Context: an optimization exercise on an open-source flow, tuned for small area, a short achievable clock period and few clock cycles per item. The choices shown serve that exercise and are no tape-out recipe.
The RTL was checked by simulation tests, not by an equivalence proof against the original design.
Power is estimated from default activity; no workload was simulated.

## flow/design.v (module list and top-level ports; edited modules follow where they fit)
// module fa: 4 lines
// module ha: 4 lines
// module lc: 3 lines
// module mul: 3177 lines
// module random: 573 lines
// module barnsley: 51 lines
module barnsley #(
    parameter FP_WIDTH = 25,
    parameter FP_INT = 5
    ) (
    input  wire clk,
    input  wire reset,
    output wire [19:0] iter_max,
    input  wire iter_change,
    output reg  done,
    output wire complete,
    output wire signed [FP_WIDTH-1:0] xn,
    output reg  signed [FP_WIDTH-1:0] yn
    );
  // ...
==> flow/flow/run.sh <==
#!/bin/bash
set -e
cp standard.sh standard.sh.txt
export SETUP_SLACK_MARGIN=10
bash standard.sh > standard.log 2>&1
==> flow/standard.sh <==
#!/bin/bash
# synth_recipe.tcl (not shown) runs the flow's synth.tcl, then flattens the netlist and writes it again
# the make line also repeats each setting of config.mk as NAME=value (left out here)
make -C /OpenROAD-flow-scripts/flow DESIGN_CONFIG=/design/flow/config.mk WORK_HOME=/design/flow/orfs CLKGATE_MAP_FILE= SYNTH_SCRIPT=/design/flow/synth_recipe.tcl "${@:-finish}"
==> flow/config.mk <==
export PLATFORM = sky130hd
export DESIGN_NAME = barnsley
export DESIGN_NICKNAME = barnsley
export VERILOG_FILES = /design/flow/design.v
export SDC_FILE = /design/flow/constraint.sdc
export NUM_CORES = 4
export LEC_CHECK = 0
export CAP_MARGIN = 50
export CORE_MARGIN = 2
export CORE_UTILIZATION = 40
export SLEW_MARGIN = 75
export SYNTH_HIERARCHICAL = 1
==> flow/constraint.sdc <==
create_clock -name core_clock -period 15.0 [get_ports {clk}]
set_input_delay 3.0000 -clock core_clock [delete_from_list [all_inputs] [get_ports {clk}]]
set_output_delay 3.0000 -clock core_clock [all_outputs]
set_load 0.01 [all_outputs]
==> impl_metrics.env, run 1 <==
export IMPL_status="finished clean"
export IMPL_cp_arrival_ns=6.50
export IMPL_wl_met3_um=13350
export IMPL_post_cts_buffers=86
export IMPL_area_growth_pct=18.81
export IMPL_cts_tree="built"
export IMPL_synthesis_area_um2=34810
export IMPL_yosys_area_top_type="fa_1"
export IMPL_clock_buffers=18
export IMPL_cts_hold_buf=0
export IMPL_crit_chain="buf_6, buf_16, nand2_1, nand4_1, fa_2, fa_1, fa_2, fa_2, fa_2, fa_1, fa_1, ha_4, and4_4, a21oi_4, o21ai_4, nand4_1, a311oi_2, a21oi_2, xnor2_1"
export IMPL_slew_viol_final=0
export IMPL_rrSetupSlack_ns=8.86
export IMPL_cts_clk_slew_worst_paths_ns=0.08
export IMPL_fin_skew_ns=0.02640
export IMPL_multi_input_area_um2=32070
export IMPL_dominant_cell_class="multi-input gates"
export IMPL_maxUsedRoutingLayer="met5"
export IMPL_synth_cells=3415
export IMPL_clk_share_pct=1.376
export IMPL_cts_buffers=17
export IMPL_multi_input_area_share_pct=77.54
export IMPL_setup_worst_path_start_class="flip-flop"
export IMPL_drive_gt1_share_pct=22.79
export IMPL_wl_per_cell_um=26.96
export IMPL_cts_repair_resized=278
export IMPL_combPwrFrac_pct=18.5
export IMPL_worstSetupEndpoint="yn[24]$_DFF_P_"
export IMPL_top_usage_layer="met2"
export IMPL_grt_pass1_wl_um=192000
export IMPL_peakVddDrop_mv=0.08334
export IMPL_drc=0
export IMPL_ys_flop_type="dfrtp_1"
export IMPL_fin_setup_tns_ns=0
export IMPL_final_cells=4731
export IMPL_maxPowerGroup="clock"
export IMPL_synth_edff_count=0
export IMPL_synth_top_family_by_area="adder cells"
export IMPL_synthAdderAreaFrac_pct=58.97
export IMPL_pg_comb_mw=0.168
export IMPL_synthDistinctLibCells=79
export IMPL_cts_root_buf="clkbuf_16"
Testbench counts, summed over its fixed seeds: cycles 80,000, points 80,000.
==> run 2, diff against run 1 <==
==> flow/flow/run.sh (replaced) <==
#!/bin/bash
set -e
cp standard.sh standard.sh.txt
export SETUP_SLACK_MARGIN=9
bash standard.sh > standard.log 2>&1
==> run 2 against run 1 <==
Effect of this change: largest power group unchanged; routed wire length shrank 2.7%; critical endpoint unchanged; critical path type unchanged; total power shrank 4.9%; largest cell class unchanged; hold slack gained 0.0083 ns; first-iteration DRC count shrank 4.8%.
==> impl_metrics.env, run 2 <==
export IMPL_slew_viol_final=0
export IMPL_startpoint="random_inst.ctl[0]$_DFF_PP0_"
export IMPL_leakagePower_nw=17.62
export IMPL_grt_use_total_pct=28.16
export IMPL_cts_hold_buf=0
export IMPL_crit_cells=22
export IMPL_grt_pass1_vias=29540
export IMPL_top_level_ports=75
export IMPL_timing_fmax_mhz=162.0
export IMPL_drc=0
export IMPL_dr_pass1_iters=8
export IMPL_r2r_end="yn[24]$_DFF_P_"
export IMPL_status="finished clean"
export IMPL_async_reset_ff_share_pct=58.47
export IMPL_clock_latency_ns=0.48
export IMPL_endpoint_kind="flip-flop"
export IMPL_place_ws_ns=8.178
export IMPL_p_seq_share_pct=37.0
export IMPL_clock_sinks=118
export IMPL_final_cell_mix="fa_1, nand2_1, ha_1, inv_1, nor2_1"
export IMPL_die_w_um=299.0
export IMPL_grt_ovfl_total=0
export IMPL_drv_cap=0
export IMPL_yosys_area_top_type="fa_1"
export IMPL_reg_largest_list="random_inst.t: 31 flops, yn: 25 flops, x: 23 flops"
export IMPL_r2r_start="random_inst.ctl[0]$_DFF_PP0_"
export IMPL_setup_worst_path_start_class="flip-flop"
export IMPL_gp_congestion=1.011
export IMPL_critPathMaxFanout=7
export IMPL_fin_ws_ns=8.827
export IMPL_rsz0062_at_grt="true"
export IMPL_antenna_found_initial=0
export IMPL_die_area_um2=89410
export IMPL_crit_buf_inv=5
export IMPL_netlist_area_leader_share_pct=48.19
export IMPL_crit_top_cell="fa_2"
export IMPL_yosysMostFrequentCell="fa_1"
export IMPL_hold_viol_final=0
export IMPL_worstSetupEndpoint="yn[24]$_DFF_P_"
export IMPL_wl_per_cell_um=26.57
export IMPL_ys_warn_count=8
export IMPL_min_from="n[0]$_DFF_PP0_"
export IMPL_synth_cells=3415
export IMPL_coreArea_um2=86480
export IMPL_ys_top_cells_by_count="fa_1, nand2_1, ha_1"
export IMPL_netlist_top_cells_area="fa_1, ha_1, nand2_1"
export IMPL_grt_pass1_wl_um=186600
export IMPL_cts_tree="built"
export IMPL_portBuffers=63
export IMPL_wl_um=124100
export IMPL_slowest_stage="fa_2"
export IMPL_ys_seq_area_share_pct=7.835
export IMPL_fin_skew_ns=0.01322
export IMPL_crit_chain="buf_12, buf_16, bufbuf_16, nand2b_4, o211ai_1, buf_2, buf_1, fa_2, fa_2, fa_2, fa_2, fa_2, fa_2, ha_1, ha_4, and4_4, a21oi_4, o21ai_4, nand4_1, a311oi_2, a21oi_2, xnor2_1"
export IMPL_synth_seq_cells=118
export IMPL_rrSetupSlack_ns=8.83
export IMPL_synth_edff_count=0
export IMPL_htreeDepth=4
export IMPL_cts_buffers=17
export IMPL_dp_hpwl_um=98130
export IMPL_layout_commonest_cell="fa_1"
export IMPL_fin_crit_sh_pct=41.15
export IMPL_area_growth_pct=15.04
export IMPL_grt_max_degree=44
export IMPL_cts_clk_slew_worst_paths_ns=0.06
export IMPL_drtIter0Drc=3084
export IMPL_top_register="random_inst.t"
export IMPL_post_route_min_period_ns=6.173
export IMPL_hp_class="reg -> reg"
export IMPL_fin_setup_tns_ns=0
export IMPL_finalNetCount=4642
export IMPL_power_density_nw_per_um2=21.62
export IMPL_initial_core_util_pct=40.25
export IMPL_slowest_delay_ns=0.55
export IMPL_cp_arrival_ns=6.54
export IMPL_dpl_cell_count=4537
export IMPL_holdWs_ns=0.5543
export IMPL_rows=108
export IMPL_clockPowerShare_pct=48.3
export IMPL_cp_top_family="adder cells"
export IMPL_peakVddDrop_mv=0.05827
export IMPL_setup_viol_count_final=0
export IMPL_die_y_um=299.0
export IMPL_synthesis_area_um2=34810
export IMPL_p_int_mw=0.6217
export IMPL_largest_reg_flops=31
export IMPL_finalPower_mw=0.8657
export IMPL_ys_flop_type="dfrtp_1"
export IMPL_synthDistinctLibCells=79
export IMPL_avgSynthCellArea_um2=10.19
export IMPL_final_cells=4670
export IMPL_swShare_pct=28.19
export IMPL_ff2ff_path_depth=22
export IMPL_ant_nets=0
export IMPL_crit_type="reg -> reg"
export IMPL_routed_via_count=27510
export IMPL_combPwrFrac_pct=14.7
export IMPL_net_switching_power_mw=0.2440
export IMPL_drive_gt1_share_pct=17.44
export IMPL_worstPathRequired_ns=15.36
export IMPL_clockBufferDepth=2
export IMPL_vias_per_cell=5.891
export IMPL_cts_root_buf="clkbuf_16"
[run 2: logic make-up after synthesis]
family / synth area share, %
AO/OA/AOI/OAI: 10.24
XOR/XNOR: 2.236
adder cells (fa/ha/maj): 58.97
buffers and inverters: 5.884
flip-flops: 7.835
multiplexers: 0.06469
other: 0.02157
AND/OR/NAND/NOR: 14.75
[run 2: area by class of cell]
cell class / instances / area (µm²)
Clock buffer: 20 / 446.7
Timing Repair inverter: 1 / 8.758
Fill cell: 8148 / 46430
Inverter: 251 / 991.0
Tap cell: 1155 / 1445
Antenna cell: 1 / 2.502
Clock inverter: 12 / 130.1
Sequential cell: 118 / 2856
Timing Repair Buffer: 284 / 2766
Multi-Input combinational cell: 2828 / 31400
[run 2: metal layers]
metal	track usage (%)	routed length (µm)	vias to the layer above	part of all wire, %
li1	-	-	11340	-
met4	12.95	6845	0	5.5
met1	36.29	47880	14170	39
met3	7.357	11940	407	9.6
met2	44.56	57430	1599	46
met5	0	0	-	0
[run 2: power groups by stage]
stage                     Sequential, mW  Clock, mW  Combinational (mW)
after floorplan                    0.328          0              0.0696
after global placement             0.329          0               0.115
after detailed placement           0.328          0               0.119
after CTS                          0.322      0.431               0.121
after global routing               0.321      0.442               0.138
final                              0.321      0.418               0.127
[run 2: worst register-to-register path, cell delays in order (launching register included)]
cell and delay (ns):
dfrtp_4 0.49, buf_12 0.15, buf_16 0.15, bufbuf_16 0.29, nand2b_4 0.10, o211ai_1 0.12, buf_2 0.18, buf_1 0.11
fa_2 0.44, fa_2 0.38, fa_2 0.39, fa_2 0.36, fa_2 0.55, fa_2 0.43, ha_1 0.33, ha_4 0.31
and4_4 0.26, a21oi_4 0.08, o21ai_4 0.24, nand4_1 0.20, a311oi_2 0.33, a21oi_2 0.06, xnor2_1 0.12
[run 2: per-stage QoR]
stage                     instance area (µm²)  utilization (%)
after floorplan                         35080                -
after global placement                  36410            42.10
after detailed placement                37190            43.00
after CTS                               39280            45.42
after global routing                    40050            46.31
final                                   40050            46.31
[run 2: repair_timing]
action                                  4_1_cts  5_1_grt
gates cloned                                  9        4
setup buffers                                58       26
gates resized for setup                     209       83
endpoints found under the setup margin       49       48
pin swaps                                    76       71
[run 2: per-module statistics from Yosys (local to each module, per instance)]
module    flip-flops and latches  times used
fa                             0         824
random                        52           1
barnsley                      66           1
mul                            0           1
ha                             0          70
lc                             0          44
[run 2: worst min path at each step]
stage          slack, ns                        endpoint  cells after the start
4_1_cts             0.56  random_inst.mnext[3]$_DFF_PP0_                      2
2_1_floorplan       0.51  random_inst.mnext[2]$_DFF_PP0_                      2
5_1_grt             0.58                  n[0]$_DFF_PP0_                      1
3_5_place_dp        0.55  random_inst.mnext[3]$_DFF_PP0_                      2
3_3_place_gp        0.53  random_inst.mnext[2]$_DFF_PP0_                      2
6_report            0.55                  n[0]$_DFF_PP0_                      1
==> run 3, diff against run 2 <==
==> flow/flow/run.sh (replaced) <==
#!/bin/bash
set -e
cp standard.sh standard.sh.txt
export SETUP_SLACK_MARGIN=9.5
bash standard.sh > standard.log 2>&1
--- a/flow/config.mk
+++ b/flow/config.mk
@@ -5,8 +5,8 @@
 export SDC_FILE = /design/flow/constraint.sdc
 export NUM_CORES = 4
 export LEC_CHECK = 0
-export CAP_MARGIN = 50
+export CAP_MARGIN = 20
 export CORE_MARGIN = 2
 export CORE_UTILIZATION = 40
-export SLEW_MARGIN = 75
+export SLEW_MARGIN = 20
 export SYNTH_HIERARCHICAL = 1
==> run 3 against run 2 <==
Effect of this change: first-iteration DRC count is 1.2% lower; highest routed layer unchanged; critical endpoint unchanged; final cell count fell by 0.69%; final area decreased by 0.32%; sequential share of layout area down 0.096 points; die area unchanged; register-to-register slack better by 0.05 ns.
==> impl_metrics.env, run 3 <==
export IMPL_cts_buffers=17
export IMPL_leakagePower_nw=17.47
export IMPL_setup_viol_count_final=0
export IMPL_timing_fmax_mhz=163.2
export IMPL_area_growth_pct=14.67
export IMPL_slew_headroom_pct=43.68
export IMPL_drtIter0Drc=3046
export IMPL_synthDistinctLibCells=79
export IMPL_hold_viol_final=0
export IMPL_ys_seq_area_share_pct=7.835
export IMPL_grt_use_total_pct=28.86
export IMPL_endpoint_kind="flip-flop"
export IMPL_min_from="random_inst.mnext[2]$_DFF_PP0_"
export IMPL_vias_per_cell=5.925
export IMPL_setup_worst_path_start_class="flip-flop"
export IMPL_slew_viol_final=0
export IMPL_wl_um=127300
export IMPL_htreeDepth=4
export IMPL_placed_area_um2=36490
export IMPL_clockBufferDepth=2
export IMPL_drc=0
export IMPL_synth_seq_cells=118
export IMPL_die_area_um2=89410
export IMPL_ys_top_cells_by_count="fa_1, nand2_1, ha_1"
export IMPL_clock_sinks=118
export IMPL_hp_class="reg -> reg"
export IMPL_status="finished clean"
export IMPL_yosys_area_top_type="fa_1"
export IMPL_top_register="random_inst.t"
export IMPL_coreArea_um2=86480
export IMPL_dp_hpwl_um=97020
export IMPL_grt_max_degree=54
export IMPL_portBuffers=63
export IMPL_rows=108
export IMPL_top_level_ports=75
export IMPL_fin_setup_tns_ns=0
export IMPL_dr_pass1_iters=6
export IMPL_synth_cells=3415
export IMPL_startpoint="random_inst.ctl[3]$_DFF_PP0_"
export IMPL_netlist_area_leader_share_pct=48.19
export IMPL_final_cell_area_um2=39920
export IMPL_clock_latency_ns=0.48
export IMPL_yosysMostFrequentCell="fa_1"
export IMPL_ys_warn_count=8
export IMPL_ys_flop_type="dfrtp_1"
export IMPL_antenna_found_initial=0
export IMPL_crit_type="reg -> reg"
export IMPL_worst_pin_slew_ns=0.8392
export IMPL_avgSynthCellArea_um2=10.19
export IMPL_worstPathRequired_ns=15.37
export IMPL_finalPower_mw=0.9046
export IMPL_wl_per_cell_um=27.45
export IMPL_synthesis_area_um2=34810
export IMPL_finalNetCount=4609
export IMPL_cts_tree="built"
export IMPL_ant_nets=0
export IMPL_power_density_nw_per_um2=22.66
export IMPL_drv_cap=0
export IMPL_synth_edff_count=0
export IMPL_fin_skew_ns=0.01366
export IMPL_die_y_um=299.0
export IMPL_drive_gt1_share_pct=17.93
export IMPL_layout_commonest_cell="fa_1"
export IMPL_fin_crit_sh_pct=40.84
export IMPL_cp_arrival_ns=6.49
export IMPL_gp_congestion=1.016
export IMPL_final_cell_mix="fa_1, nand2_1, ha_1, inv_1, buf_4"
export IMPL_netlist_top_cells_area="fa_1, ha_1, nand2_1"
export IMPL_grt_ovfl_total=0
export IMPL_reg_largest_list="random_inst.t: 31 flops, yn: 25 flops, x: 23 flops"
export IMPL_rsz0062_at_grt="true"
export IMPL_dpl_cell_count=4468
export IMPL_grt_pass1_wl_um=190600
export IMPL_final_cells=4638
export IMPL_routed_via_count=27480
export IMPL_post_route_min_period_ns=6.126
export IMPL_cts_hold_buf=0
export IMPL_place_ws_ns=7.720
export IMPL_critPathMaxFanout=7
export IMPL_fin_ws_ns=8.874
export IMPL_r2r_start="random_inst.ctl[3]$_DFF_PP0_"
export IMPL_grt_pass1_vias=29450
export IMPL_cts_root_buf="clkbuf_16"
export IMPL_async_reset_ff_share_pct=58.47
export IMPL_largest_reg_flops=31
export IMPL_cts_clk_slew_worst_paths_ns=0.06
export IMPL_peakVddDrop_mv=0.08468
export IMPL_die_w_um=299.0
export IMPL_initial_core_util_pct=40.25
run 3: per-module statistics from Yosys, one instance, submodules excluded:
module    cell area (µm²)  copies in the design  flops+latches
ha                  12.51                    70              0
fa                  20.02                   824              0
lc                  17.52                    44              0
barnsley             2301                     1             66
mul                 10850                     1              0
random               3523                     1             52
run 3: final timing paths:
| path | endpoint | slack, ns | depth (start not counted) |
|---|---|---|---|
| worst max-delay path | yn[24]$_DFF_P_ | 8.87 | 19 |
| worst min-delay path | random_inst.mnext[2]$_DFF_PP0_ | 0.56 | 2 |
| worst max register to register | yn[24]$_DFF_P_ | 8.87 | 19 |
| worst min register to register | random_inst.mnext[2]$_DFF_PP0_ | 0.56 | 2 |
| max in group asynchronous | random_inst.ctl[0]$_DFF_PP0_ | 11.37 | 3 |
| min in group asynchronous | done$_DFF_PP0_ | 3.01 | 2 |
run 3: worst max-delay path, cell delays in order (launching register included):
cell and delay, ns:
dfrtp_4 0.56, buf_16 0.19, clkinv_4 0.07, buf_12 0.14, o211ai_1 0.49, fa_1 0.55, fa_2 0.38, fa_2 0.35
fa_2 0.37, fa_2 0.36, fa_1 0.50, fa_1 0.45, ha_4 0.30, and4_4 0.23, a21oi_4 0.08, o21ai_4 0.22
nand4_1 0.21, a311oi_2 0.36, a21oi_2 0.06, xnor2_1 0.12
run 3: per-layer routing:
metal | wire length (µm) | share of wire (%) | track usage (%) | vias to the layer above
met5 | 0 | 0 | 0.3175 | -
met4 | 9133 | 7.2 | 16.87 | 0
met3 | 13470 | 11 | 7.712 | 515
met2 | 58280 | 46 | 45.00 | 1745
met1 | 46410 | 36 | 36.19 | 13930
li1 | - | - | - | 11290
run 3: repair_timing:
| item | 4_1_cts | 5_1_grt |
|---|---|---|
| pin swaps | 63 | 58 |
| buffers inserted | 76 | 43 |
| cloned | 14 | 3 |
| gates resized for setup | 221 | 154 |
| endpoints found under the setup margin | 61 | 61 |
run 3: area by class of cell:
cell class / count / area [µm²]
Antenna cell: 2 / 5.005
Clock buffer: 17 / 425.4
Clock inverter: 15 / 146.4
Fill cell: 8165 / 46560
Inverter: 251 / 1008
Multi-Input combinational cell: 2828 / 31340
Sequential cell: 118 / 2809
Tap cell: 1155 / 1445
Timing Repair Buffer: 250 / 2728
Timing Repair inverter: 2 / 17.52
run 3: cells by family (layout without fill, tap and decap cells):
family | Yosys count | after routing | synth area share (%)
adder cells (fa/ha/maj) | 1138 | 1138 | 58.97
XOR/XNOR | 88 | 88 | 2.236
other | 2 | 13 | 0.02157
AND/OR/NAND/NOR | 1065 | 1065 | 14.75
flip-flops | 118 | 118 | 7.835
buffers and inverters | 478 | 535 | 5.884
multiplexers | 2 | 2 | 0.06469
AO/OA/AOI/OAI | 524 | 524 | 10.24
run 3: report_power, final:
group          internal, mW  switching [mW]  leakage [nW]
clock network         0.231           0.186         0.269
logic                0.0817          0.0828          16.0
registers             0.320         0.00356          1.21
total                 0.632           0.273          17.5
run 3: metrics by stage:
step	hold slack, ns	utilization [%]
6_report	0.5614	46.16
5_1_grt	0.5989	46.15
4_1_cts	0.5506	45.03
3_5_place_dp	0.5418	42.19
3_3_place_gp	0.5360	42.19
2_1_floorplan	0.5128	-
==> run 4, diff against run 3 <==
==> flow/flow/run.sh (replaced) <==
#!/bin/bash
set -e
cp standard.sh standard.sh.txt
export SETUP_SLACK_MARGIN=8.5
bash standard.sh > standard.log 2>&1
==> run 4 against run 3 <==
Effect of this change: clock skew rose by 0.018 ns; die area did not move; critical path depth rose by 1; synthesized cell count did not move; worst setup slack got worse by 0.35 ns; count of clock-buffer cells in the layout did not move; maximum frequency fell by 5.4%; non-clock buffer count fell by 70; sequential power barely moved; hold slack got worse by 0.010 ns.
==> impl_metrics.env, run 4 <==
export IMPL_drive_gt1_share_pct=9.648
export IMPL_final_cell_mix="fa_1, nand2_1, ha_1, inv_1"
export IMPL_synth_cells=3415
export IMPL_holdWs_ns=0.5511
export IMPL_critPathMaxFanout=12
export IMPL_cts_root_buf="clkbuf_16"
export IMPL_slew_headroom_pct=40.14
export IMPL_ys_flop_type="dfrtp_1"
export IMPL_clock_latency_ns=0.50
export IMPL_drv_cap=0
export IMPL_ys_seq_area_share_pct=7.835
export IMPL_synth_seq_cells=118
export IMPL_largest_reg_flops=31
export IMPL_top_level_ports=75
export IMPL_finalNetCount=4538
export IMPL_fin_setup_tns_ns=0
export IMPL_rows=108
export IMPL_cts_tree="built"
export IMPL_die_w_um=299.0
export IMPL_post_route_min_period_ns=6.478
export IMPL_layout_commonest_cell="fa_1"
export IMPL_peakVddDrop_mv=0.07761
export IMPL_grt_pass1_wl_um=184100
export IMPL_synth_edff_count=0
export IMPL_ff2ff_path_depth=20
export IMPL_slew_viol_final=0
export IMPL_clock_sinks=118
export IMPL_antenna_found_initial=4
export IMPL_cts_buffers=17
export IMPL_avgSynthCellArea_um2=10.19
export IMPL_cts_clk_slew_worst_paths_ns=0.06
export IMPL_htreeDepth=4
export IMPL_hold_depth=2
export IMPL_power_density_nw_per_um2=23.07
export IMPL_yosys_area_top_type="fa_1"
export IMPL_grt_ovfl_total=0
export IMPL_ant_nets=0
export IMPL_top_usage_layer="met2"
export IMPL_gp_congestion=1.021
export IMPL_fin_skew_ns=0.03134
export IMPL_fin_crit_sh_pct=43.19
export IMPL_dp_hpwl_um=97660
export IMPL_setup_worst_path_start_class="flip-flop"
export IMPL_initial_core_util_pct=40.25
export IMPL_leakagePower_nw=16.78
export IMPL_r2r_end="yn[18]$_DFF_P_"
export IMPL_place_ws_ns=7.481
export IMPL_yosysMostFrequentCell="fa_1"
export IMPL_crit_type="reg -> reg"
export IMPL_ys_warn_count=8
export IMPL_reg_largest_list="random_inst.t: 31 flops, yn: 25 flops, x: 23 flops"
export IMPL_die_area_um2=89410
export IMPL_r2r_start="yn[17]$_DFF_P_"
export IMPL_rsz0062_at_grt="true"
export IMPL_clockBufferDepth=2
export IMPL_status="finished clean"
export IMPL_hold_viol_final=0
export IMPL_worstPathRequired_ns=15.40
export IMPL_die_y_um=299.0
export IMPL_netlist_area_leader_share_pct=48.19
export IMPL_setup_viol_count_final=0
export IMPL_hp_class="reg -> reg"
export IMPL_grt_util_met3_pct=6.639
export IMPL_grt_use_total_pct=27.84
export IMPL_async_reset_ff_share_pct=58.47
export IMPL_rrSetupSlack_ns=8.52
export IMPL_coreArea_um2=86480
export IMPL_grt_max_degree=62
export IMPL_drc=0
export IMPL_routed_via_count=27010
export IMPL_gr_usage_met2_pct=43.83
export IMPL_portBuffers=63
export IMPL_grt_pass1_vias=28460
export IMPL_worst_pin_slew_ns=0.8969
export IMPL_hold_end="random_inst.mnext[2]$_DFF_PP0_"
export IMPL_wl_per_cell_um=26.92
export IMPL_endpoint_kind="flip-flop"
export IMPL_dr_pass1_iters=8
export IMPL_netlist_top_cells_area="fa_1, ha_1, nand2_1"
export IMPL_timing_fmax_mhz=154.4
export IMPL_vias_per_cell=5.915
export IMPL_ys_top_cells_by_count="fa_1, nand2_1, ha_1"
export IMPL_area_growth_pct=8.985
export IMPL_cp_arrival_ns=6.88
export IMPL_wl_um=122900
export IMPL_grt_met1_usage_pct=36.18
export IMPL_top_register="random_inst.t"
export IMPL_synthesis_area_um2=34810
export IMPL_synthDistinctLibCells=79
export IMPL_fin_ws_ns=8.522
export IMPL_drtIter0Drc=2971
export IMPL_min_from="random_inst.mnext[2]$_DFF_PP0_"
==> run 4: critical path, cell delays in order, from the launching register on <==
cell,delay (ns)
dfxtp_2,0.56
buf_4,0.30
nand2b_1,0.44
nand3_1,0.19
fa_1,0.43
fa_1,0.40
fa_1,0.42
fa_1,0.39
fa_1,0.53
fa_1,0.44
fa_1,0.57
ha_4,0.23
a21o_1,0.21
a31o_4,0.27
a21oi_4,0.19
o21ai_4,0.11
a21oi_2,0.19
inv_1,0.09
a21o_1,0.19
a21oi_2,0.12
xnor2_1,0.12
==> run 4: how the worst max path moves through the flow <==
| stage | slack [ns] | start | cells after the start | to |
|---|---|---|---|---|
| 6_report | 8.52 | yn[17]$_DFF_P_ | 20 | yn[18]$_DFF_P_ |
| 5_1_grt | 8.37 | random_inst.ctl[2]$_DFF_PP0_ | 21 | yn[24]$_DFF_P_ |
| 4_1_cts | 8.49 | random_inst.ctl[0]$_DFF_PP0_ | 18 | yn[24]$_DFF_P_ |
| 3_5_place_dp | 7.48 | random_inst.ctl[2]$_DFF_PP0_ | 21 | yn[24]$_DFF_P_ |
| 3_3_place_gp | 7.58 | random_inst.ctl[2]$_DFF_PP0_ | 21 | yn[24]$_DFF_P_ |
| 2_1_floorplan | 8.53 | random_inst.ctl[2]$_DFF_PP0_ | 22 | yn[24]$_DFF_P_ |
==> run 4: timing repair <==
action                     CTS  global route
resized for setup           68            70
pin swaps                   16            22
hold buffers                 0             0
setup buffers               24            28
cloned                       3             5
setup endpoints to repair   47            46
==> run 4: area by class of cell <==
class                      count  area (µm²)
sequential                   118        2756
timing repair buffer         180        1787
antenna                        2       5.005
fill                        8245       48540
multi-input combinational   2828       30380
clock inverter                15       161.4
inverter                     251       970.9
tap                         1155        1445
clock buffer                  17       425.4
timing repair inverter         1       5.005
==> run 4: kinds of logic (layout without fill, tap and decap cells) <==
kind of cell | after synthesis | count (layout) | share of synthesized area (%)
adders and majority gates | 1138 | 1138 | 58.97
and+or+nand+nor | 1065 | 1065 | 14.75
AOI/OAI and AO/OA | 524 | 524 | 10.24
buffers and inverters | 478 | 464 | 5.884
DFF | 118 | 118 | 7.835
xor gates and xnor gates | 88 | 88 | 2.236
other | 2 | 13 | 0.02157
muxes | 2 | 2 | 0.06469
==> run 4: through the flow <==
step	power (mW)	util, %	cell area [µm²]	cells
2_1_floorplan	0.3980	-	34850	3424
3_3_place_gp	0.4447	41.96	36280	4473
3_5_place_dp	0.4449	41.96	36280	4473
4_1_cts	0.8873	43.20	37360	4532
5_1_grt	0.9119	43.87	37940	4566
6_report	0.8754	43.87	37940	4567
==> run 4: power breakdown <==
part	internal (mW)	switching, mW	leakage [nW]
Sequential	0.319	0.00395	1.21
Combinational	0.0531	0.0619	15.3
Clock	0.235	0.202	0.279
Total	0.607	0.268	16.8
==> run 4: modules after synthesis (local to each module, per instance) <==
module / cell area (µm²) / flip-flops and latches
barnsley: 2301 / 66
fa: 20.02 / 0
ha: 12.51 / 0
lc: 17.52 / 0
mul: 10850 / 0
random: 3523 / 52
==> run 4: routing by layer <==
| metal | routed length [µm] | share of wire, % | up-vias |
|---|---|---|---|
| met2 | 56230 | 46 | 1668 |
| met3 | 12370 | 10 | 435 |
| met5 | 21 | 0.017 | - |
| met1 | 46870 | 38 | 13790 |
| li1 | - | - | 11120 |
| met4 | 7424 | 6.0 | 2 |
==> run 5, diff against run 4 <==
==> flow/flow/run.sh (replaced) <==
#!/bin/bash
set -e
cp standard.sh standard.sh.txt
export SETUP_SLACK_MARGIN=9
bash standard.sh > standard.log 2>&1
--- a/flow/config.mk
+++ b/flow/config.mk
@@ -8,5 +8,6 @@
 export CAP_MARGIN = 20
 export CORE_MARGIN = 2
 export CORE_UTILIZATION = 40
+export PLACE_DENSITY = 0.7
 export SLEW_MARGIN = 20
 export SYNTH_HIERARCHICAL = 1
==> run 5 against run 4 <==
Effect of this change: first-iteration DRC count up 34%; core utilization up 2.7 points; flip-flop and latch count unchanged; clock skew down 0.019 ns; synthesized area unchanged; count of clock-buffer cells in the layout unchanged; synthesized cell count unchanged; via count up 4.3%.
==> impl_metrics.env, run 5 <==
export IMPL_post_route_min_period_ns=6.152
export IMPL_antenna_found_initial=1
export IMPL_grt_ovfl_total=0
export IMPL_synthDistinctLibCells=79
export IMPL_ys_top_cells_by_count="fa_1, nand2_1, ha_1"
export IMPL_hold_viol_final=0
export IMPL_cts_hold_buf=0
export IMPL_clockBufferDepth=2
export IMPL_slew_headroom_pct=46.36
export IMPL_yosysMostFrequentCell="fa_1"
export IMPL_wl_um=125400
export IMPL_placed_area_um2=36380
export IMPL_synth_seq_cells=118
export IMPL_grt_max_degree=53
export IMPL_initial_core_util_pct=40.25
export IMPL_worstPathRequired_ns=15.37
export IMPL_top_register="random_inst.t"
export IMPL_largest_reg_flops=31
export IMPL_fin_setup_tns_ns=0
export IMPL_ys_flop_type="dfrtp_1"
export IMPL_ff2ff_path_depth=21
export IMPL_fin_crit_sh_pct=41.02
export IMPL_wl_per_cell_um=27.06
export IMPL_clock_latency_ns=0.48
export IMPL_netlist_area_leader_share_pct=48.19
export IMPL_fin_skew_ns=0.01244
export IMPL_cp_arrival_ns=6.52
export IMPL_grt_pass1_wl_um=188100
export IMPL_setup_viol_count_final=0
export IMPL_rrSetupSlack_ns=8.85
export IMPL_ys_warn_count=8
export IMPL_layout_commonest_cell="fa_1"
export IMPL_synth_cells=3415
export IMPL_drv_cap=0
export IMPL_area_growth_pct=15.66
export IMPL_grt_use_total_pct=28.31
export IMPL_drtIter0Drc=3994
export IMPL_dpl_cell_count=4467
export IMPL_hold_depth=2
export IMPL_final_cells=4636
export IMPL_post_route_util_pct=46.56
export IMPL_worst_pin_slew_ns=0.7959
export IMPL_drc=0
export IMPL_dr_pass1_iters=9
export IMPL_holdWs_ns=0.5541
export IMPL_power_density_nw_per_um2=22.24
export IMPL_rsz0062_at_grt="true"
export IMPL_avgSynthCellArea_um2=10.19
export IMPL_drive_gt1_share_pct=18.88
export IMPL_crit_type="reg -> reg"
export IMPL_grt_pass1_vias=30050
export IMPL_htreeDepth=4
export IMPL_place_ws_ns=7.926
export IMPL_ys_seq_area_share_pct=7.835
export IMPL_leakagePower_nw=17.72
export IMPL_finalPower_mw=0.8956
export IMPL_coreArea_um2=86480
export IMPL_cts_tree="built"
export IMPL_routed_via_count=28180
export IMPL_hp_class="reg -> reg"
export IMPL_clock_sinks=118
export IMPL_netlist_top_cells_area="fa_1, ha_1, nand2_1"
export IMPL_gp_congestion=1.066
export IMPL_rows=108
export IMPL_cts_buffers=17
export IMPL_synthesis_area_um2=34810
export IMPL_fin_ws_ns=8.848
export IMPL_synth_edff_count=0
export IMPL_reg_largest_list="random_inst.t: 31 flops, yn: 25 flops, x: 23 flops"
export IMPL_dp_hpwl_um=94590
export IMPL_status="finished clean"
export IMPL_final_cell_mix="fa_1, nand2_1, ha_1, inv_1, buf_4"
export IMPL_portBuffers=63
export IMPL_slew_viol_final=0
export IMPL_ant_nets=0
export IMPL_timing_fmax_mhz=162.5
export IMPL_hold_end="random_inst.mnext[2]$_DFF_PP0_"
export IMPL_r2r_end="yn[24]$_DFF_P_"
export IMPL_cts_root_buf="clkbuf_16"
export IMPL_cts_clk_slew_worst_paths_ns=0.06
export IMPL_peakVddDrop_mv=0.09035
export IMPL_setup_worst_path_start_class="flip-flop"
export IMPL_final_cell_area_um2=40260
export IMPL_top_level_ports=75
export IMPL_r2r_start="random_inst.ctl[3]$_DFF_PP0_"
export IMPL_min_from="random_inst.mnext[2]$_DFF_PP0_"
export IMPL_die_area_um2=89410
export IMPL_vias_per_cell=6.079
export IMPL_die_w_um=299.0
export IMPL_finalNetCount=4608
export IMPL_async_reset_ff_share_pct=58.47
export IMPL_die_y_um=299.0
export IMPL_critPathMaxFanout=7
export IMPL_yosys_area_top_type="fa_1"
export IMPL_endpoint_kind="flip-flop"
run 5: kinds of logic after synthesis:
group	after synthesis	share of synthesized area, %
AOI/OAI and AO/OA	524	10.24
xor gates and xnor gates	88	2.236
adders and majority gates	1138	58.97
buffers and inverters	478	5.884
DFF	118	7.835
muxes	2	0.06469
other	2	0.02157
and+or+nand+nor	1065	14.75
run 5: worst max-delay path by stage:
stage | startpoint | endpoint | slack [ns] | depth (start not counted)
3_5_place_dp | random_inst.ctl[1]$_DFF_PP0_ | yn[24]$_DFF_P_ | 7.93 | 20
6_report | random_inst.ctl[3]$_DFF_PP0_ | yn[24]$_DFF_P_ | 8.85 | 21
4_1_cts | random_inst.ctl[0]$_DFF_PP0_ | yn[24]$_DFF_P_ | 8.92 | 20
2_1_floorplan | random_inst.ctl[2]$_DFF_PP0_ | yn[18]$_DFF_P_ | 8.95 | 22
5_1_grt | random_inst.ctl[6]$_DFF_PP0_ | yn[24]$_DFF_P_ | 8.74 | 20
3_3_place_gp | random_inst.ctl[1]$_DFF_PP0_ | yn[24]$_DFF_P_ | 8.02 | 20
run 5: where the power goes:
part / internal, mW / switching [mW]
Clock: 0.265 / 0.185
Sequential: 0.319 / 0.00494
Combinational: 0.0556 / 0.0655
Total: 0.640 / 0.256
run 5: what timing repair did:
item,in CTS,in global routing
endpoints found under the hold margin,0,0
pin swaps,77,77
endpoints found under the setup margin,49,53
gates cloned,13,5
resized for setup,321,158
buffers inserted,61,57
run 5: worst max-delay path: stages (launching register included):
cell and delay (ns):
dfrtp_2 0.44, buf_12 0.17, buf_12 0.13, buf_16 0.14
buf_6 0.18, nand2_4 0.10, nand4_1 0.22, fa_2 0.46
fa_1 0.49, fa_2 0.41, fa_2 0.35, fa_2 0.35
fa_1 0.51, fa_1 0.46, ha_4 0.30, and4_4 0.25
a21oi_4 0.08, o21ai_4 0.21, nand4_1 0.21, a311oi_2 0.37
a21oi_2 0.06, xnor2_1 0.13
run 5: layout make-up:
| class | instances | area (µm²) |
|---|---|---|
| antenna | 1 | 2.502 |
| clock buffer | 17 | 425.4 |
| tap | 1155 | 1445 |
| fill | 8016 | 46220 |
| sequential | 118 | 2784 |
| inverter | 251 | 994.7 |
| multi-input combinational | 2828 | 31640 |
| timing repair inverter | 1 | 8.758 |
| timing repair buffer | 250 | 2773 |
| clock inverter | 15 | 196.4 |
run 5: per-module statistics from Yosys (local to each module, per instance):
module / flops+latches / cells inside / cell area [µm²]
fa: 0 / 1 / 20.02
barnsley: 66 / 194 / 2301
random: 52 / 373 / 3523
mul: 0 / 1866 / 10850
ha: 0 / 1 / 12.51
lc: 0 / 2 / 17.52
run 5: routing by layer:
| layer | up-vias | track usage (%) | wire (µm) |
|---|---|---|---|
| met3 | 590 | 9.401 | 15370 |
| met2 | 2026 | 44.29 | 56330 |
| met1 | 14290 | 34.11 | 43870 |
| met5 | - | 0.4233 | 46 |
| met4 | 2 | 16.62 | 9820 |
| li1 | 11280 | - | - |
==> run 6, diff against run 5 <==
--- a/flow/config.mk
+++ b/flow/config.mk
@@ -8,6 +8,5 @@
 export CAP_MARGIN = 20
 export CORE_MARGIN = 2
 export CORE_UTILIZATION = 40
-export PLACE_DENSITY = 0.7
 export SLEW_MARGIN = 20
 export SYNTH_HIERARCHICAL = 1
==> run 6 against run 5 <==
Effect of this change: sequential power about the same; synthesized cell count unchanged; via count decreased by 3.4%; hold slack improved by 0.0015 ns; global-route usage increased by 0.096 points; combinational power decreased by 3%; non-clock buffer count decreased by 62; sequential share of layout area increased by 0.24 points; clock skew increased by 0.0028 ns.
==> impl_metrics.env, run 6 <==
export IMPL_drc=0
export IMPL_synthesis_area_um2=34810
export IMPL_ant_nets=0
export IMPL_wl_per_cell_um=27.16
export IMPL_holdWs_ns=0.5557
export IMPL_timing_fmax_mhz=162.7
export IMPL_rows=108
export IMPL_drv_cap=0
export IMPL_antenna_cells=0
export IMPL_peakVddDrop_mv=0.05103
export IMPL_largest_reg_flops=31
export IMPL_yosys_area_top_type="fa_1"
export IMPL_layout_commonest_cell="fa_1"
export IMPL_setup_viol_count_final=0
export IMPL_antenna_found_initial=2
export IMPL_synth_edff_count=0
export IMPL_grt_ovfl_total=0
export IMPL_htreeDepth=4
export IMPL_dr_pass1_iters=9
export IMPL_worst_pin_slew_ns=0.8801
export IMPL_grt_max_degree=70
export IMPL_clock_sinks=118
export IMPL_grt_use_total_pct=28.40
export IMPL_fin_crit_sh_pct=40.97
export IMPL_die_y_um=299.0
export IMPL_cts_tree="built"
export IMPL_final_cell_mix="fa_1, nand2_1, ha_1, inv_1, nor2_1"
export IMPL_initial_core_util_pct=40.25
export IMPL_cts_buffers=17
export IMPL_worstSetupEndpoint="yn[18]$_DFF_P_"
export IMPL_grt_pass1_wl_um=187500
export IMPL_vias_per_cell=5.953
export IMPL_netlist_area_leader_share_pct=48.19
export IMPL_worstPathRequired_ns=15.36
export IMPL_slew_headroom_pct=41.26
export IMPL_drtIter0Drc=2675
export IMPL_die_w_um=299.0
export IMPL_portBuffers=63
export IMPL_avgSynthCellArea_um2=10.19
export IMPL_synthDistinctLibCells=79
export IMPL_top_register="random_inst.t"
export IMPL_crit_type="reg -> reg"
export IMPL_synth_seq_cells=118
export IMPL_clockBufferDepth=2
export IMPL_power_density_nw_per_um2=22.51
export IMPL_fin_setup_tns_ns=0
export IMPL_coreArea_um2=86480
export IMPL_netlist_top_cells_area="fa_1, ha_1, nand2_1"
export IMPL_r2r_end="yn[18]$_DFF_P_"
export IMPL_placed_area_um2=36410
export IMPL_endpoint_kind="flip-flop"
export IMPL_startpoint="random_inst.ctl[2]$_DFF_PP0_"
export IMPL_grt_pass1_vias=29260
export IMPL_post_route_util_pct=45.07
export IMPL_ys_warn_count=8
export IMPL_async_reset_ff_share_pct=58.47
export IMPL_final_cell_area_um2=38980
export IMPL_critPathMaxFanout=13
export IMPL_slew_viol_final=0
export IMPL_setup_worst_path_start_class="flip-flop"
export IMPL_hold_viol_final=0
export IMPL_ys_seq_area_share_pct=7.835
export IMPL_cts_hold_buf=0
export IMPL_post_route_min_period_ns=6.146
export IMPL_ys_flop_type="dfrtp_1"
export IMPL_status="finished clean"
export IMPL_dp_hpwl_um=96780
export IMPL_rrSetupSlack_ns=8.85
export IMPL_die_area_um2=89410
export IMPL_cts_root_buf="clkbuf_16"
export IMPL_rsz0062_at_grt="true"
export IMPL_drive_gt1_share_pct=14.54
export IMPL_clock_latency_ns=0.48
export IMPL_top_level_ports=75
export IMPL_reg_largest_list="random_inst.t: 31 flops, yn: 25 flops, x: 23 flops"
export IMPL_routed_via_count=27220
export IMPL_hp_class="reg -> reg"
export IMPL_cts_clk_slew_worst_paths_ns=0.06
export IMPL_ff2ff_path_depth=20
export IMPL_leakagePower_nw=17.17
export IMPL_finalNetCount=4546
export IMPL_area_growth_pct=11.97
export IMPL_ys_top_cells_by_count="fa_1, nand2_1, ha_1"
export IMPL_synth_cells=3415
export IMPL_r2r_start="random_inst.ctl[2]$_DFF_PP0_"
export IMPL_yosysMostFrequentCell="fa_1"
export IMPL_fin_skew_ns=0.01527
export IMPL_wl_um=124200
export IMPL_gp_congestion=1.011
export IMPL_cp_arrival_ns=6.51
## run 6: cell counts after synthesis
Identical to the previous run, type by type.
## run 6: metal layers
metal | GRT usage, % | vias to the layer above | part of all wire (%)
met5 | 0 | - | 0.025
met4 | 13.79 | 4 | 5.9
met3 | 8.168 | 482 | 10
met2 | 44.27 | 1696 | 46
met1 | 36.40 | 13880 | 38
li1 | - | 11160 | -
## run 6: per-module statistics from Yosys, one instance, submodules excluded
module    cells  flip-flops and latches
random      373                      52
fa            1                       0
ha            1                       0
mul        1866                       0
barnsley    194                      66
lc            2                       0
## run 6: worst min-delay path by stage
| stage | start | end | slack [ns] | cells after the start |
|---|---|---|---|---|
| 3_3_place_gp | random_inst.mnext[2]$_DFF_PP0_ | random_inst.mnext[2]$_DFF_PP0_ | 0.53 | 2 |
| 3_5_place_dp | n[0]$_DFF_PP0_ | n[0]$_DFF_PP0_ | 0.55 | 1 |
| 6_report | n[0]$_DFF_PP0_ | n[0]$_DFF_PP0_ | 0.56 | 1 |
| 2_1_floorplan | random_inst.mnext[2]$_DFF_PP0_ | random_inst.mnext[2]$_DFF_PP0_ | 0.51 | 2 |
| 5_1_grt | n[0]$_DFF_PP0_ | n[0]$_DFF_PP0_ | 0.58 | 1 |
| 4_1_cts | n[0]$_DFF_PP0_ | n[0]$_DFF_PP0_ | 0.56 | 1 |
## run 6: repair_timing
action,4_1_cts,5_1_grt
resized for setup,227,101
buffers inserted,45,13
pin swaps,55,24
cloned,9,3
endpoints found under the setup margin,49,51
## run 6: report_power, final
group          switching (mW)  total, mW  leakage, nW  internal (mW)
clock network           0.176      0.437        0.291          0.262
registers             0.00430      0.323         1.22          0.319
logic                  0.0633      0.117         15.7         0.0533
total                   0.243      0.877         17.2          0.634
## run 6: cell families after synthesis
kind of cell	after synthesis	synth area share (%)
buf+inv	478	5.884
compound gates	524	10.24
other cells	2	0.02157
flops	118	7.835
mux	2	0.06469
xor+xnor	88	2.236
fa+ha+maj	1138	58.97
simple gates	1065	14.75
## run 6: critical path, stage by stage (launching register included)
cell	delay, ns
dfrtp_4	0.58
buf_12	0.19
nand2_1	0.19
nand4_1	0.28
fa_1	0.48
fa_1	0.61
fa_2	0.46
fa_1	0.58
fa_1	0.44
fa_1	0.54
ha_4	0.21
a21o_1	0.18
a31o_4	0.25
a21oi_4	0.17
o21ai_4	0.11
buf_4	0.16
a21oi_2	0.15
inv_1	0.09
a21o_1	0.17
a21oi_2	0.11
xnor2_1	0.08
## run 6: final cells by class
cell class	count	area (µm²)
Clock inverter	14	176.4
Timing Repair Buffer	188	2101
Sequential cell	118	2788
Clock buffer	18	429.2
Fill cell	8230	47500
Timing Repair inverter	1	8.758
Inverter	251	994.7
Tap cell	1155	1445
Multi-Input combinational cell	2828	31040
## run 6: through the flow
stage	cells	setup slack [ns]	total power, mW
6_report	4573	8.854	0.8775
3_3_place_gp	4471	7.812	0.4447
4_1_cts	4557	8.931	0.8941
3_5_place_dp	4471	7.683	0.4456
5_1_grt	4573	8.722	0.9113
2_1_floorplan	3424	8.949	0.3980
==> run 7, diff against run 6 <==
--- a/flow/config.mk
+++ b/flow/config.mk
@@ -7,6 +7,6 @@
 export LEC_CHECK = 0
 export CAP_MARGIN = 20
 export CORE_MARGIN = 2
-export CORE_UTILIZATION = 40
+export CORE_UTILIZATION = 30
 export SLEW_MARGIN = 20
 export SYNTH_HIERARCHICAL = 1
==> run 7 against run 6 <==
Effect of this change: still clean; first-iteration DRC count increased by 19%; worst setup slack improved by 0.061 ns; combinational power shrank 5%; maximum frequency is 1.0% higher.
==> impl_metrics.env, run 7 <==
export IMPL_synthXorXnorAreaFrac_pct=2.236
export IMPL_synth_top_family_by_area="adder cells"
export IMPL_slew_headroom_pct=52.35
export IMPL_largest_reg_flops=31
export IMPL_die_y_um=344.6
export IMPL_dp_hpwl_um=98870
export IMPL_setup_viol_count_final=0
export IMPL_initial_core_util_pct=30.36
export IMPL_clockBufferDepth=2
export IMPL_net_switching_power_mw=0.2386
export IMPL_p_seq_share_pct=36.1
export IMPL_leakagePower_nw=17.77
export IMPL_grt_pass1_wl_um=192700
export IMPL_synth_seq_cells=118
export IMPL_post_route_min_period_ns=6.085
export IMPL_clockPowerShare_pct=51.6
export IMPL_post_route_util_pct=35.45
export IMPL_cts_hold_buf=0
export IMPL_cts_root_buf="clkbuf_16"
export IMPL_rows=124
export IMPL_cp_top_family="adder cells"
export IMPL_netlist_area_leader_share_pct=48.19
export IMPL_die_w_um=344.6
export IMPL_place_ws_ns=7.950
export IMPL_ant_nets=0
export IMPL_fin_crit_sh_pct=40.57
export IMPL_timing_fmax_mhz=164.3
export IMPL_die_area_um2=118800
export IMPL_routed_via_count=27770
export IMPL_cp_arrival_ns=6.45
export IMPL_combPwrFrac_pct=12.4
export IMPL_final_cell_area_um2=40650
export IMPL_rrSetupSlack_ns=8.91
export IMPL_synth_area_mux_share_pct=0.06469
export IMPL_portBuffers=63
export IMPL_r2r_start="random_inst.ctl[2]$_DFF_PP0_"
export IMPL_hold_end="random_inst.mnext[2]$_DFF_PP0_"
export IMPL_crit_top_cell="fa_1"
export IMPL_synth_compound_area_share_pct=10.24
export IMPL_crit_type="reg -> reg"
export IMPL_placed_area_um2=36870
export IMPL_dr_pass1_iters=9
export IMPL_multi_input_area_um2=31570
export IMPL_hold_viol_final=0
export IMPL_wl_um=129600
export IMPL_reg_largest_list="random_inst.t: 31 flops, yn: 25 flops, x: 23 flops"
export IMPL_antenna_cells=0
export IMPL_ys_top_cells_by_count="fa_1, nand2_1, ha_1"
export IMPL_drc=0
export IMPL_power_density_nw_per_um2=22.09
export IMPL_netlist_top_cells_area="fa_1, ha_1, nand2_1"
export IMPL_wl_per_cell_um=26.01
export IMPL_worst_pin_slew_ns=0.7073
export IMPL_top_register="random_inst.t"
export IMPL_hold_depth=2
export IMPL_avgSynthCellArea_um2=10.19
export IMPL_vias_per_cell=5.573
export IMPL_synthDistinctLibCells=79
export IMPL_gp_congestion=1.040
export IMPL_final_cell_mix="fa_1, nand2_1, ha_1, inv_1, nor2_1"
export IMPL_async_reset_ff_share_pct=58.47
export IMPL_clock_latency_ns=0.48
export IMPL_synth_cells=3415
export IMPL_ys_warn_count=8
export IMPL_crit_chain="buf_12, bufbuf_16, nand2_2, nand3_2, fa_2, fa_1, fa_1, fa_2, fa_1, fa_1, fa_1, ha_4, a21o_1, a31o_4, a21oi_4, o21ai_4, nand4_1, a311oi_2, a21oi_2, xnor2_1"
export IMPL_synthAdderAreaFrac_pct=58.97
export IMPL_cts_buffers=17
export IMPL_drive_gt1_share_pct=18.15
export IMPL_swShare_pct=26.58
export IMPL_crit_buf_inv=2
export IMPL_grt_pass1_vias=29600
export IMPL_layout_commonest_cell="fa_1"
export IMPL_drtIter0Drc=3179
export IMPL_peakVddDrop_mv=0.08746
export IMPL_area_growth_pct=16.77
export IMPL_seqCellArea_um2=2780
export IMPL_cts_clk_slew_worst_paths_ns=0.07
export IMPL_drv_cap=0
export IMPL_synth_simple_area_share_pct=14.75
export IMPL_fin_setup_tns_ns=0
export IMPL_rsz0062_at_grt="true"
export IMPL_antenna_found_initial=0
export IMPL_status="finished clean"
export IMPL_setup_worst_path_start_class="flip-flop"
export IMPL_endpoint_kind="flip-flop"
export IMPL_yosysMostFrequentCell="fa_1"
export IMPL_worstPathRequired_ns=15.36
export IMPL_critPathMaxFanout=10
export IMPL_p_int_mw=0.6591
export IMPL_r2r_end="yn[24]$_DFF_P_"
export IMPL_grt_use_total_pct=22.10
export IMPL_ys_seq_area_share_pct=7.835
export IMPL_synth_edff_count=0
export IMPL_htreeDepth=4
export IMPL_top_level_ports=75
export IMPL_min_from="random_inst.mnext[2]$_DFF_PP0_"
export IMPL_finalNetCount=4599
export IMPL_grt_max_degree=43
export IMPL_fin_skew_ns=0.01430
export IMPL_ys_flop_type="dfrtp_1"
export IMPL_ff2ff_path_depth=20
export IMPL_slowest_stage="fa_1"
export IMPL_clock_sinks=118
export IMPL_grt_ovfl_total=0
export IMPL_cts_tree="built"
export IMPL_fill_cells=11410
export IMPL_hp_class="reg -> reg"
export IMPL_synthesis_area_um2=34810
export IMPL_coreArea_um2=114700
export IMPL_fin_ws_ns=8.915
export IMPL_yosys_area_top_type="fa_1"
export IMPL_slowest_delay_ns=0.52
export IMPL_slew_viol_final=0
-- run 7: cell counts after synthesis --
No cell type changed its count.
-- run 7: worst max-delay path by stage --
stage / slack, ns / cells after the start / to / startpoint
finish: 8.91 / 20 / yn[24]$_DFF_P_ / random_inst.ctl[2]$_DFF_PP0_
CTS: 8.95 / 19 / yn[24]$_DFF_P_ / random_inst.ctl[3]$_DFF_PP0_
floorplan: 8.95 / 22 / yn[18]$_DFF_P_ / random_inst.ctl[2]$_DFF_PP0_
detailed placement: 7.95 / 19 / yn[24]$_DFF_P_ / random_inst.ctl[2]$_DFF_PP0_
global placement: 7.97 / 20 / yn[24]$_DFF_P_ / random_inst.ctl[3]$_DFF_PP0_
global route: 8.79 / 22 / yn[18]$_DFF_P_ / random_inst.ctl[2]$_DFF_PP0_
-- run 7: per-module statistics from Yosys (local to each module, per instance) --
module,area (µm²),flops+latches,times used,cells
barnsley,2301,66,1,194
fa,20.02,0,824,1
ha,12.51,0,70,1
lc,17.52,0,44,2
mul,10850,0,1,1866
random,3523,52,1,373
-- run 7: stage by stage --
stage	power [mW]	hold WS, ns	cells
after floorplan	0.3980	0.5128	3424
after global placement	0.4381	0.5312	4829
after detailed placement	0.4394	0.5368	4829
after CTS	0.9121	0.5502	4936
after global routing	0.9358	0.5758	4983
final	0.8978	0.5542	4983
-- run 7: kinds of logic after synthesis --
logic type | after synthesis
simple gates | 1065
xor+xnor | 88
fa+ha+maj | 1138
mux | 2
compound gates | 524
other cells | 2
buf+inv | 478
flops | 118
-- run 7: metal layers --
layer	global-route usage (%)	vias up	wire (µm)
li1	-	11270	-
met1	27.33	14170	47740
met2	35.05	1798	59540
met3	6.899	531	14380
met4	10.58	2	7898
met5	0	-	60
-- run 7: area by class of cell --
class                      count  area share, %
clock buffer                  20          1.123
clock inverter                12         0.4309
inverter                     251          2.493
multi-input combinational   2828          77.67
sequential                   118          6.839
tap                         1512          4.654
timing repair buffer         241          6.766
timing repair inverter         1        0.02155
-- run 7: worst reg2reg max path: cells and delay by family (launching register included) --
kind                     cells  cell delay, ns
adder cells (fa/ha/maj)      8            3.38
buffers and inverters        2            0.45
AO/OA/AOI/OAI                6            1.02
flip-flops                   1            0.44
XOR/XNOR                     1            0.13
AND/OR/NAND/NOR              3            0.54
-- run 7: repair_timing --
action / in CTS / in global routing
gates resized for setup: 305 / 168
setup buffers: 60 / 42
cloned: 15 / 5
pin swaps: 72 / 84
endpoints found under the setup margin: 49 / 52
-- run 7: power groups by stage --
stage | Sequential, mW | Combinational [mW] | Clock [mW]
2_1_floorplan | 0.328 | 0.0696 | 0
3_3_place_gp | 0.330 | 0.109 | 0
3_5_place_dp | 0.330 | 0.110 | 0
4_1_cts | 0.324 | 0.112 | 0.476
5_1_grt | 0.324 | 0.122 | 0.489
6_report | 0.324 | 0.111 | 0.463

## afterwards: timing with drivers on the ports
In the flow no input, the clock included, has a driving cell. The finished layouts below were timed again as built, in two steps. Step 1 (the two cells are an assumption about what drives the block):
set clk [get_ports {clk}]
set_driving_cell -lib_cell sky130_fd_sc_hd__clkbuf_16 $clk
set_driving_cell -lib_cell sky130_fd_sc_hd__buf_2 [delete_from_list [all_inputs] $clk]
Step 2 also shifts input and output timing later by t, the mid clock arrival at the registers, as if the neighbouring blocks saw the same clock. Three values: ideal ports, drivers, drivers and shift; two values: the first two.
run | t, ns | setup slack, ns | worst data-port slew with drivers (ns)
run 1 | 0.543 | 8.855 / 8.855 / 8.855 | 0.04
run 2 | 0.538 | 8.827 / 8.827 / 8.692 | 0.03
run 3 | 0.531 | 8.874 / 8.874 / 8.874 | 0.03
run 4 | 0.542 | 8.522 / 8.522 / 8.522 | 0.03
run 5 | 0.542 | 8.848 / 8.848 / 8.728 | 0.03
run 6 | 0.536 | 8.854 / 8.854 / 8.666 | 0.03
run 7 | 0.529 | 8.915 / 8.915 / 8.840 | 0.03
After both steps every run listed still meets setup and hold. For run 6, which loses most, drivers alone change the setup slack by 0.000 ns; drivers and shift together by -0.188 ns.
